This design comes from an exercise in tuning for small area and a short achievable clock period on the open sky130 flow, not from production work.
Only simulation tests tie the RTL to the original design; equivalence was not proved.
No activity file was given, so power comes from the tool's default toggle rates.

==> flow/design.v <==
module RegFile(
  input         clock,
  input         reset,
  input  [31:1] wen,
  input  [31:0] wdata,
  input  [4:0]  rs1,
  input  [4:0]  rs2,
  output reg [31:0] rd1,
  output reg [31:0] rd2
);
  reg [1023:32] r;
  reg [31:1] vld;
  wire [31:0] dec1 = 32'b1 << rs1;
  wire [31:0] dec2 = 32'b1 << rs2;
  wire [31:1] sel1 = dec1[31:1] & vld;
  wire [31:1] sel2 = dec2[31:1] & vld;
  integer k;
  always @* begin
    rd1 = 32'h0;
    rd2 = 32'h0;
    for (k = 1; k < 32; k = k + 1) begin
      rd1 = rd1 | ({32{sel1[k]}} & r[k*32 +: 32]);
      rd2 = rd2 | ({32{sel2[k]}} & r[k*32 +: 32]);
    end
  end
  always @(posedge clock) begin
    for (k = 1; k < 32; k = k + 1)
      if (wen[k]) r[k*32 +: 32] <= wdata;
  end
  always @(posedge clock) begin
    if (reset) vld <= 31'h0;
    else vld <= vld | wen;
  end
endmodule
module RvTop(
  input         clock,
  input         reset,
  output        imem_valid,
  output [31:0] imem_addr,
  input  [31:0] imem_rdata,
  output        dmem_valid,
  output [31:0] dmem_addr,
  output [31:0] dmem_wdata,
  output [3:0]  dmem_wmask,
  output        dmem_we,
  input  [31:0] dmem_rdata,
  output        rvfi_valid,
  output [31:0] rvfi_insn,
  output [31:0] rvfi_pc,
  output [31:0] rvfi_mem_addr,
  output [3:0]  rvfi_mem_wmask,
  output [31:0] rvfi_mem_wdata
);
  localparam [6:0] OP_R = 7'h33, OP_I = 7'h13, OP_L = 7'h03, OP_S = 7'h23,
                   OP_B = 7'h63, OP_JAL = 7'h6f, OP_JALR = 7'h67,
                   OP_LUI = 7'h37, OP_AUIPC = 7'h17;
  reg [31:0] pc;
  reg [31:0] d_ins, d_pc;
  reg [31:0] e_ins, e_pc, e_r1, e_r2, e_bb;
  reg [31:0] m_ins, m_pc, m_alu, m_rd2;
  reg [31:0] w_ins, w_pc, w_alu, w_wd;
  reg [3:0]  w_mask;
  reg [1:0]  ld_off;
  reg [2:0]  ld_f3;
  reg [1:0]  hs;
  wire [6:0] d_op = d_ins[6:0];
  wire [6:0] e_op = e_ins[6:0];
  wire [6:0] m_op = m_ins[6:0];
  wire [6:0] w_op = w_ins[6:0];
  function automatic rw_of(input [6:0] op);
    rw_of = op == OP_R || op == OP_I || op == OP_L || op == OP_JAL ||
            op == OP_JALR || op == OP_LUI || op == OP_AUIPC;
  endfunction
  wire d_jal  = d_op == OP_JAL;
  wire d_jalr = d_op == OP_JALR;
  wire d_br   = d_op == OP_B;
  wire d_ld   = d_op == OP_L;
  wire e_br   = e_op == OP_B;
  wire e_ld   = e_op == OP_L;
  wire m_ld   = m_op == OP_L;
  wire m_st   = m_op == OP_S;
  wire w_ld   = w_op == OP_L;
  wire m_rw   = rw_of(m_op);
  wire w_rw   = rw_of(w_op);
  wire [4:0] m_rd = m_ins[11:7];
  wire [4:0] w_rd = w_ins[11:7];
  wire       m_acc = m_ld | m_st;
  assign dmem_valid = m_acc | w_ld;
  assign dmem_addr  = m_acc ? m_alu : w_alu;
  assign dmem_we    = m_st;
  wire [1:0] off_sw = m_acc ? m_alu[1:0] : (w_ld ? w_alu[1:0] : 2'b00);
  wire [2:0] m_f3   = m_ins[14:12];
  wire [1:0] so     = m_alu[1:0];
  wire [7:0] b0 = m_rd2[7:0], b1 = m_rd2[15:8], b2 = m_rd2[23:16], b3 = m_rd2[31:24];
  reg  [31:0] wdata_sh;
  reg  [3:0]  lanes;
  always @* begin
    if (m_f3 == 3'd0) begin
      case (so)
        2'd0: begin wdata_sh = {b3, b2, b1, b0}; lanes = 4'h1; end
        2'd1: begin wdata_sh = {b3, b2, b0, b1}; lanes = 4'h2; end
        2'd2: begin wdata_sh = {b3, b0, b2, b1}; lanes = 4'h4; end
        default: begin wdata_sh = {b0, b3, b2, b1}; lanes = 4'h8; end
      endcase
    end else if (m_f3 == 3'd1) begin
      case (so)
        2'd0: begin wdata_sh = {b3, b2, b1, b0}; lanes = 4'h3; end
        2'd1: begin wdata_sh = {b3, b1, b0, b2}; lanes = 4'h6; end
        default: begin wdata_sh = {b1, b0, b3, b2}; lanes = 4'hc; end
      endcase
    end else begin
      wdata_sh = m_rd2;
      lanes = 4'hf;
    end
  end
  assign dmem_wdata = wdata_sh;
  assign dmem_wmask = lanes;
  wire [3:0] m_mask = m_st ? lanes : 4'h0;
  wire [31:0] rdata = dmem_valid ? dmem_rdata : 32'h0;
  wire [7:0]  lb = ld_off == 2'd0 ? rdata[7:0] : ld_off == 2'd1 ? rdata[15:8] :
                   ld_off == 2'd2 ? rdata[23:16] : rdata[31:24];
  wire [15:0] lh = ld_off == 2'd0 ? rdata[15:0] : ld_off == 2'd1 ? rdata[23:8] :
                   rdata[31:16];
  wire ld_w = ld_f3 == 3'd2;
  wire ld_b = ld_f3 == 3'd0 || ld_f3 == 3'd4;
  wire ld_sx = ld_b ? ld_f3 == 3'd0 : ld_f3 != 3'd5;
  wire [31:0] rd_fmt = ld_w ? rdata :
                       ld_b ? {{24{ld_sx & lb[7]}}, lb} : {{16{ld_sx & lh[15]}}, lh};
  wire rsp_valid = hs == 2'd2;
  wire [31:0] wb_data = w_ld ? rd_fmt : w_alu;
  wire [31:0] wen_dec = 32'b1 << w_rd;
  wire [31:1] rf_wen  = w_rw ? wen_dec[31:1] : 31'h0;
  wire [4:0] d_rs1 = d_ins[19:15];
  wire [4:0] d_rs2 = d_ins[24:20];
  wire [31:0] rf1, rf2;
  RegFile regs (
    .clock(clock), .reset(reset), .wen(rf_wen), .wdata(wb_data),
    .rs1(d_rs1), .rs2(d_rs2), .rd1(rf1), .rd2(rf2));
  wire hit1 = w_rw & (w_rd == d_rs1);
  wire hit2 = w_rw & (w_rd == d_rs2);
  wire [31:0] bra = (d_rs1 == 5'd3 || d_rs1 == 5'd5) ? wb_data :
                    d_rs1 == 5'd4 ? rd_fmt : rf1;
  wire [31:0] brb = (d_rs2 == 5'd3 || d_rs2 == 5'd5) ? wb_data :
                    d_rs2 == 5'd4 ? rd_fmt : rf2;
  wire [31:0] rd1_n = d_br ? bra : (hit1 ? w_alu : rf1);
  wire [31:0] rd2_n = hit2 ? wb_data : rf2;
  wire [31:0] d_jimm = {{12{d_ins[31]}}, d_ins[19:12], d_ins[20], d_ins[30:21], 1'b0};
  wire [31:0] d_iimm = {{20{d_ins[31]}}, d_ins[31:20]};
  wire stall = d_jal | d_jalr | d_br | d_ld | e_br | e_ld;
  assign imem_valid = ~stall;
  assign imem_addr  = {8'h0, pc[25:2]};
  wire [4:0] e_rs1 = e_ins[19:15];
  wire [4:0] e_rs2 = e_ins[24:20];
  wire [2:0] e_f3  = e_ins[14:12];
  wire       e_f7  = e_ins[30];
  wire fa1 = m_rw & (m_rd != 5'd0) & (m_rd == e_rs1);
  wire fa2 = ~fa1 & w_rw & (w_rd != 5'd0) & (w_rd == e_rs1);
  wire fb1 = m_rw & (m_rd != 5'd0) & (m_rd == e_rs2);
  wire fb2 = ~fb1 & w_rw & (w_rd != 5'd0) & (w_rd == e_rs2);
  wire [31:0] fwd_a = fa1 ? m_alu : fa2 ? w_alu : e_r1;
  wire [31:0] fwd_b = fb1 ? m_alu : fb2 ? w_alu : e_r2;
  wire e_auipc = e_op == OP_AUIPC;
  wire e_lui   = e_op == OP_LUI;
  wire e_s     = e_op == OP_S;
  wire e_opb   = e_op == OP_I || e_s || e_op == OP_L || e_op == OP_JALR || e_lui || e_auipc;
  wire [31:0] e_imm = (e_lui | e_auipc) ? {e_ins[31:12], 12'h0} :
                      e_s ? {{20{e_ins[31]}}, e_ins[31:25], e_ins[11:7]} :
                      {{20{e_ins[31]}}, e_ins[31:20]};
  wire [31:0] op1 = e_auipc ? e_pc : (e_lui || e_rs1 == 5'd0) ? 32'h0 : fwd_a;
  wire [31:0] op2 = e_opb ? e_imm : fwd_b;
  wire e_R = e_op == OP_R;
  wire e_I = e_op == OP_I;
  wire e_J = e_op == OP_JAL || e_op == OP_JALR;
  wire e_other = ~e_R & ~e_I & ~e_J & ~e_br;
  wire e_base = e_I | (e_R & ~e_f7);
  wire c_add = (e_base & e_f3 == 3'd0) | e_other;
  wire c_sub = e_R & e_f7 & e_f3 == 3'd0;
  wire c_sll = e_base & e_f3 == 3'd1;
  wire c_lt  = e_base & (e_f3 == 3'd2 || e_f3 == 3'd3);
  wire c_xor = e_base & e_f3 == 3'd4;
  wire c_srl = (e_I | e_R) & e_f3 == 3'd5;
  wire c_or  = e_base & e_f3 == 3'd6;
  wire c_and = e_base & e_f3 == 3'd7;
  wire c_pass = e_J;
  wire use_sub = c_sub | c_lt;
  wire [32:0] addsub = {1'b0, op1} + {1'b0, op2 ^ {32{use_sub}}} + {32'h0, use_sub};
  wire lt = ~addsub[32];
  reg [31:0] op1_rev, shr_rev;
  integer i;
  always @* for (i = 0; i < 32; i = i + 1) op1_rev[i] = op1[31 - i];
  wire [31:0] sh_in  = c_sll ? op1_rev : op1;
  wire [31:0] shr    = sh_in >> op2[4:0];
  always @* for (i = 0; i < 32; i = i + 1) shr_rev[i] = shr[31 - i];
  wire [31:0] aluout =
      ({32{c_add | c_sub}} & addsub[31:0]) |
      ({32{c_sll}} & shr_rev) |
      ({32{c_srl}} & shr) |
      ({32{c_lt}}  & {31'h0, lt}) |
      ({32{c_xor}} & (op1 ^ op2)) |
      ({32{c_or}}  & (op1 | op2)) |
      ({32{c_and}} & (op1 & op2)) |
      ({32{c_pass}} & op1);
  wire [31:0] ba = e_rs1 == 5'd1 ? m_alu : e_rs1 == 5'd2 ? w_alu : e_r1;
  wire [31:0] bb = e_rs2 == 5'd1 ? m_alu : e_rs2 == 5'd2 ? w_alu : e_bb;
  wire b_eq  = ba == bb;
  wire b_lt  = $signed(ba) < $signed(bb);
  wire b_ltu = ba < bb;
  reg  b_take;
  always @* begin
    case (e_f3)
      3'd0: b_take = b_eq;
      3'd1: b_take = ~b_eq;
      3'd4: b_take = b_lt;
      3'd5: b_take = ~b_lt;
      3'd6: b_take = b_ltu;
      3'd7: b_take = ~b_ltu;
      default: b_take = 1'b0;
    endcase
  end
  wire taken = e_br & b_take;
  wire [31:0] e_bimm = {{20{e_ins[31]}}, e_ins[7], e_ins[30:25], e_ins[11:8], 1'b0};
  wire [31:0] pc_n = taken ? e_pc + e_bimm :
                     d_jal ? d_pc + d_jimm :
                     d_jalr ? d_iimm :
                     (d_br | d_ld) ? pc - 32'd4 : pc + 32'd4;
  assign rvfi_valid     = w_ins != 32'h0;
  assign rvfi_insn      = w_ins;
  assign rvfi_pc        = w_pc;
  assign rvfi_mem_addr  = w_alu;
  assign rvfi_mem_wmask = w_mask;
  assign rvfi_mem_wdata = w_wd;
  always @(posedge clock) begin
    if (reset) begin
      pc    <= 32'hfffffffc;
      d_ins <= 32'h0;
      e_ins <= 32'h0;
      e_r2  <= 32'h0;
      m_ins <= 32'h0;
      m_alu <= 32'h0;
      w_ins <= 32'h0;
    end else begin
      pc    <= pc_n;
      d_ins <= stall ? 32'h0 : imem_rdata;
      e_ins <= d_ins;
      e_r2  <= rd2_n;
      m_ins <= e_ins;
      m_alu <= aluout;
      w_ins <= m_ins;
    end
    d_pc   <= pc;
    e_pc   <= d_pc;
    e_r1   <= rd1_n;
    e_bb   <= brb;
    m_pc   <= e_pc;
    m_rd2  <= fwd_b;
    w_pc   <= m_pc;
    w_alu  <= m_alu;
    w_wd   <= m_rd2;
    w_mask <= m_mask;
  end
  always @(posedge clock) begin
    if (reset) begin
      ld_off <= 2'h0;
      ld_f3  <= 3'h0;
      hs     <= 2'h0;
    end else begin
      if (~rsp_valid) begin
        ld_off <= off_sw;
        ld_f3  <= m_f3;
      end
      if (hs == 2'd0 || hs == 2'd2) hs <= 2'd1;
      else if (hs == 2'd1 && dmem_valid) hs <= 2'd2;
    end
  end
endmodule
==> flow/run.sh <==
#!/bin/bash
# synth_recipe.tcl (not shown) runs the flow's synth.tcl, then flattens the netlist and writes it again
# the make line also repeats each setting of config.mk as NAME=value (left out here)
make -C /OpenROAD-flow-scripts/flow DESIGN_CONFIG=/design/flow/config.mk WORK_HOME=/design/flow/orfs CLKGATE_MAP_FILE= SYNTH_SCRIPT=/design/flow/synth_recipe.tcl finish
==> flow/config.mk <==
export PLATFORM = sky130hd
export DESIGN_NAME = RvTop
export DESIGN_NICKNAME = RvTop
export VERILOG_FILES = /design/flow/design.v
export SDC_FILE = /design/flow/constraint.sdc
export NUM_CORES = 4
export LEC_CHECK = 0
export CAP_MARGIN = 20
export CORE_MARGIN = 2
export CORE_UTILIZATION = 30
export PLACE_DENSITY = 0.45
export SETUP_SLACK_MARGIN = 0.3
export SLEW_MARGIN = 20
==> flow/constraint.sdc <==
create_clock -name core_clock -period 10.0 [get_ports {clock}]
set_input_delay 2.0000 -clock core_clock [delete_from_list [all_inputs] [get_ports {clock}]]
set_output_delay 2.0000 -clock core_clock [all_outputs]
set_load 0.01 [all_outputs]
==> summary.txt <==
## stage by stage
step           total power [mW]  cell area (sq um)  hold slack (ns)
4_1_cts                   15.96              88950           0.2600
5_1_grt                   16.39              88990           0.2670
6_report                  15.90              89030           0.2654
2_1_floorplan             8.458              75960           0.3096
3_3_place_gp              9.212              82810           0.3116
3_5_place_dp              9.213              82890           0.3121
## synthesized netlist by cell type, drive strengths merged, types with 49 or more instances
cell type / instances
or3: 49
o211ai: 85
nand4: 75
and3: 82
a222oi: 82
buf: 121
a221oi: 258
and2: 60
nand2: 419
edfxtp: 992
mux2i: 289
nor3: 92
a21oi: 382
nand3: 224
nor2b: 124
a22o: 270
a211oi: 89
xnor2: 92
nor2: 457
a21o: 70
inv: 167
ha: 215
o21ai: 273
dfxtp: 554
xor2: 65
clkbuf: 443
a22oi: 450
## final timing paths
path / endpoint / from
setup reg to reg: m_alu[26]$_SDFF_PP0_ / w_ins[11]$_SDFF_PP0_
hold reg to reg: w_pc[6]$_DFF_P_ / m_pc[6]$_DFF_P_
setup / recovery: m_alu[26]$_SDFF_PP0_ / w_ins[11]$_SDFF_PP0_
hold / removal: w_pc[6]$_DFF_P_ / m_pc[6]$_DFF_P_
## power groups by stage
stage	Sequential (mW)	Combinational, mW	Clock, mW
2_1_floorplan	7.23	1.23	0
3_3_place_gp	7.38	1.83	0
3_5_place_dp	7.38	1.84	0
4_1_cts	7.24	1.85	6.87
5_1_grt	7.25	2.03	7.12
6_report	7.23	1.86	6.82
## per-layer routing
| layer | vias to the layer above | global-route usage (%) |
|---|---|---|
| li1 | 27247 | - |
| met1 | 33471 | 38.63 |
| met2 | 5199 | 47.72 |
| met3 | 1364 | 9.902 |
| met4 | 18 | 20.68 |
| met5 | - | 0.1296 |
## critical path: stages (launching register included)
cell and delay (ns):
sky130_fd_sc_hd__dfxtp_1 0.79, sky130_fd_sc_hd__nor2_1 0.13, sky130_fd_sc_hd__and3b_1 0.29, sky130_fd_sc_hd__nor4_4 0.33, sky130_fd_sc_hd__buf_4 0.59, sky130_fd_sc_hd__mux2i_1 0.20
sky130_fd_sc_hd__a211oi_1 0.85, sky130_fd_sc_hd__a21oi_1 0.16, sky130_fd_sc_hd__inv_1 0.15, sky130_fd_sc_hd__ha_1 0.22, sky130_fd_sc_hd__nor2b_1 0.21, sky130_fd_sc_hd__o2111ai_1 0.15
sky130_fd_sc_hd__and4b_1 0.29, sky130_fd_sc_hd__o31ai_1 0.49, sky130_fd_sc_hd__o22ai_1 0.36, sky130_fd_sc_hd__o211ai_1 0.33, sky130_fd_sc_hd__nand2_1 0.14, sky130_fd_sc_hd__nor2_1 0.15
sky130_fd_sc_hd__o21ai_0 0.09, sky130_fd_sc_hd__a2111oi_0 0.42, sky130_fd_sc_hd__o21a_1 0.19
## flip-flops by register name, summed over array words and instances, names as in the netlist, 3 cells and up
signal and count:
regs.r 992, d_ins 32, d_pc 32, e_bb 32, e_ins 32, e_pc 32, e_r1 32, e_r2 32
m_alu 32, m_ins 32, m_pc 32, m_rd2 32, pc 32, w_alu 32, w_ins 32, w_pc 32
w_wd 32, regs.vld 31, w_mask 4, ld_f3 3
## layout by cell type (no fill, tap or decap), types with 31 or more instances in the layout
cell	instances
sky130_fd_sc_hd__mux2_2	31
sky130_fd_sc_hd__dfxtp_1	551
sky130_fd_sc_hd__a211o_1	34
sky130_fd_sc_hd__o211ai_1	85
sky130_fd_sc_hd__a222oi_1	82
sky130_fd_sc_hd__o21ai_0	261
sky130_fd_sc_hd__clkbuf_16	179
sky130_fd_sc_hd__edfxtp_1	992
sky130_fd_sc_hd__a22o_1	270
sky130_fd_sc_hd__a211oi_1	87
sky130_fd_sc_hd__nor3_1	88
sky130_fd_sc_hd__a21o_1	69
sky130_fd_sc_hd__mux2i_1	289
sky130_fd_sc_hd__a21oi_1	380
sky130_fd_sc_hd__xor2_1	65
sky130_fd_sc_hd__or4_1	38
sky130_fd_sc_hd__a22oi_1	449
sky130_fd_sc_hd__ha_1	215
sky130_fd_sc_hd__clkbuf_1	35
sky130_fd_sc_hd__and3_2	46
sky130_fd_sc_hd__a221oi_1	258
sky130_fd_sc_hd__or3_1	49
sky130_fd_sc_hd__nand3_1	221
sky130_fd_sc_hd__nor2b_1	123
sky130_fd_sc_hd__inv_1	163
sky130_fd_sc_hd__nand4_1	75
sky130_fd_sc_hd__o22ai_1	35
sky130_fd_sc_hd__nor2_4	31
sky130_fd_sc_hd__o21a_1	38
sky130_fd_sc_hd__clkdlybuf4s50_1	292
sky130_fd_sc_hd__buf_4	201
sky130_fd_sc_hd__nor2_1	423
sky130_fd_sc_hd__xnor2_1	92
sky130_fd_sc_hd__and2_1	56
sky130_fd_sc_hd__nand2_1	416
## final cells by class
| class | count | area, sq um |
|---|---|---|
| fillers | 24851 | 162600 |
| diodes | 17 | 42.54 |
| well taps | 3348 | 4189 |
| multi-input cells | 4677 | 32660 |
| flip-flops and latches | 1546 | 40880 |
| inverters | 167 | 626.9 |
| repair buffers | 500 | 4562 |
| clock buffers | 229 | 4817 |
| clock inverters | 100 | 1244 |
## logic make-up after synthesis
group / Yosys count
simple gates: 1715
xor+xnor: 157
buf+inv: 731
other cells: 1
compound gates: 2253
fa+ha+maj: 219
flops: 1546
mux: 325
==> summary.txt <==
The flow ran to the end and the layout has no timing, DRC or antenna violations. Detailed routing placed a total of 48.84 mm of wire on met3. Combinational logic is responsible for 11.7% of the overall power. For the number of distinct library cells after synthesis, the log shows 94.

Of the total synthesized cell area, the portion taken by AND, OR, NAND and NOR gates is 10.97%. The count of vias placed by the detailed router is 67299, and the ratio of cells with drive above 1 in the final layout is 9.461%. The capturing element type of the critical path was a flop. The tools report the wire length of the first global-routing pass as 559.3 mm. The critical path in this run is classified as flop to flop. Across the routed clock network, the largest skew measured is 0.1046 ns. The number of buffer cells added on primary ports was 293; the quantity of hold-fixing buffers added after cts was 0. The longest clock path from root to sink contains 3 buffers. Number of endpoints with negative hold slack in the final report: 0. STA classifies the critical path startpoint as a flop.

The finished layout holds 10584 standard cells, fillers aside. Summed over its instances, the top area cell type makes up 39.23% of the synthesized netlist area. Across the VDD grid, the largest voltage drop is 0.1880 mV.

In the final timing run, aggregate negative setup slack is 0 ns. After legalization and detailed placement, the total HPWL measured 268.0 mm. The global placement routability congestion came out at 0.9888. The cell count of the worst hold path is 0, and the power density relative to cell area is 178.6 mW/mm^2. Data on the critical path arrives at its endpoint at 7.47 ns. Entering global routing, the biggest net connects 171 pins.

The fraction of the mapped netlist area in compound gates was 21.50%. The tree is rooted in a sky130_fd_sc_hd__clkbuf_16. Net switching is 26.96% of the power.

Clock tree synthesis found a total of 1546 sinks. The highest clock rate was 148.9 MHz. The share of synthesized area occupied by flip-flops and latches is 53.84%, and the register-to-register setup slack is 3.28 ns. The met1 wire length is 158.0 mm. The detail route stage leaves a number of antenna-violating nets equal to 0. After clock tree synthesis, the clock-pin slew on the worst setup and hold paths is 0.07 ns. The worst reg-to-reg path cell count came out at 20.

The worst hold path belongs to the class flop to flop. The first detailed-routing pass ran for 13 iterations. In this run, synthesis produced a sequential element count of 1546.

The logs give 0.2516 sq mm for the core area and 30 for the number of antenna violations at the first check in global routing. Across every metal layer, demand over resource in global routing totals 31.54%. The via count of the first global-routing pass is 63456. Top cell type by total area after synthesis: sky130_fd_sc_hd__edfxtp_1.

In the synthesized netlist, the number of instances is 6947. Per report_power, the clock group accounts for 42.9% of the total. The logs give 45.5% for the sequential cell fraction of total power and 0 for the buffer count from post-CTS setup fixing. Max-cap violations in this run came to 0.

The post-route fraction of the period consumed by the critical path was 67.17%; the worst slack at placement was 3.336 ns. The number of synthesis warnings is 2. After the last flow step, the layout net total stands at 7355. The xor and xnor area share after synthesis was 1.811%; the mean instance size in the synthesized netlist was 10.93 sq um. Detailed routing placed a total of 182.5 mm of wire on met2. The sum of routed wire length over all layers was 422.4 mm. The tools report the latest clock arrival within the worst-skew pair as 0.90 ns.

The count of routing violations after the opening detailed-route iteration is 11983. In the routed design, unresolved DRC markers number 0. Dividing the detail-routed via count by the number of cells gives 6.359. The transition at the pin with the smallest max-transition slack is 1.184 ns, and the share of the core filled with cells is 35.38%. For this design the static power due to leakage is 32.84 nW. The number of enable flip-flop cells after synthesis is 992, and the highest net fanout along the worst path is 32. The cell area that synthesis handed to floorplanning was 0.07593 sq mm. The total clock buffers created by CTS is 178, and the count of pins over their slew limit is 0.

The overall die height is 507.1 microns. The run gives 4.287 mW as the net load switching power. After layout, the worst setup slack is 3.283 ns. The tools report the critical path required time as 10.75 ns. After detailed routing, no signal wire sits above met5. In the final routed layout, each cell accounts on average for 39.91 microns.

Internal power comes to 11.62 mW. In this run the count of I/O pins placed on the die edge is 302. The overall die width was 507.1 microns. For this run, the leading register cell type out of synthesis is sky130_fd_sc_hd__edfxtp_1. The worst slew margin relative to its limit came out at 19.02%. Setup repair after global routing left no endpoint under its margin. In this run the core area contains 184 standard-cell rows. Relative to the synthesized area, the layout overhead comes to 17.24%. The clock period minus worst slack works out to 6.717 ns. The post-synthesis mux area share came out at 4.388%.

TritonCTS built the clock tree. Post-CTS repair changed the size of 0 cells. Including well taps, the total number of placed cells is 10236.

By area the synthesized netlist is led by sky130_fd_sc_hd__edfxtp_1 39%, sky130_fd_sc_hd__dfxtp_1 15%, sky130_fd_sc_hd__a22oi_1 4.4%, sky130_fd_sc_hd__mux2i_1 3.8%, sky130_fd_sc_hd__ha_1 3.5%. By area, the combinational part of the netlist is dominated by compound AO/OA/AOI/OAI gates. The residual overflow from global routing is 0. The synthesized netlist devotes 3.648% of its cell area to adder and majority cells. The async set-reset flop share out of synthesis came out at 0%.

The effective utilization at floorplan is 30.18%, and the level count of the clock H-tree is 4. The overall die area is 0.2572 sq mm. Setup violations remaining at the end of the flow were counted as 0.

-- what the ideal ports hide --
Ports are ideal in the flow. The routed layout listed here was re-timed in OpenROAD. Step 1, drivers: a clkbuf_16 drives clock and a buf_2 each remaining input, both assumed. Step 2, shift: input delay + t, output delay - t, t = (earliest + latest rising clock arrival at the registers) / 2. This alone moves slack from input paths to output paths. Three values: ideal, step 1, step 2; two values: the first two.
shift t [ns]: 0.943
setup slack, ns: 3.283 / 3.283 / 3.283
slew at the worst register clock pin (ns): 0.07 / 0.07
worst slew at a driven data input, ns: 0.26
pins driven straight from the clock port: 1
After both steps this run still meets setup and hold. The setup slack of this run moves by 0.000 ns with the drivers and by 0.000 ns with both steps.
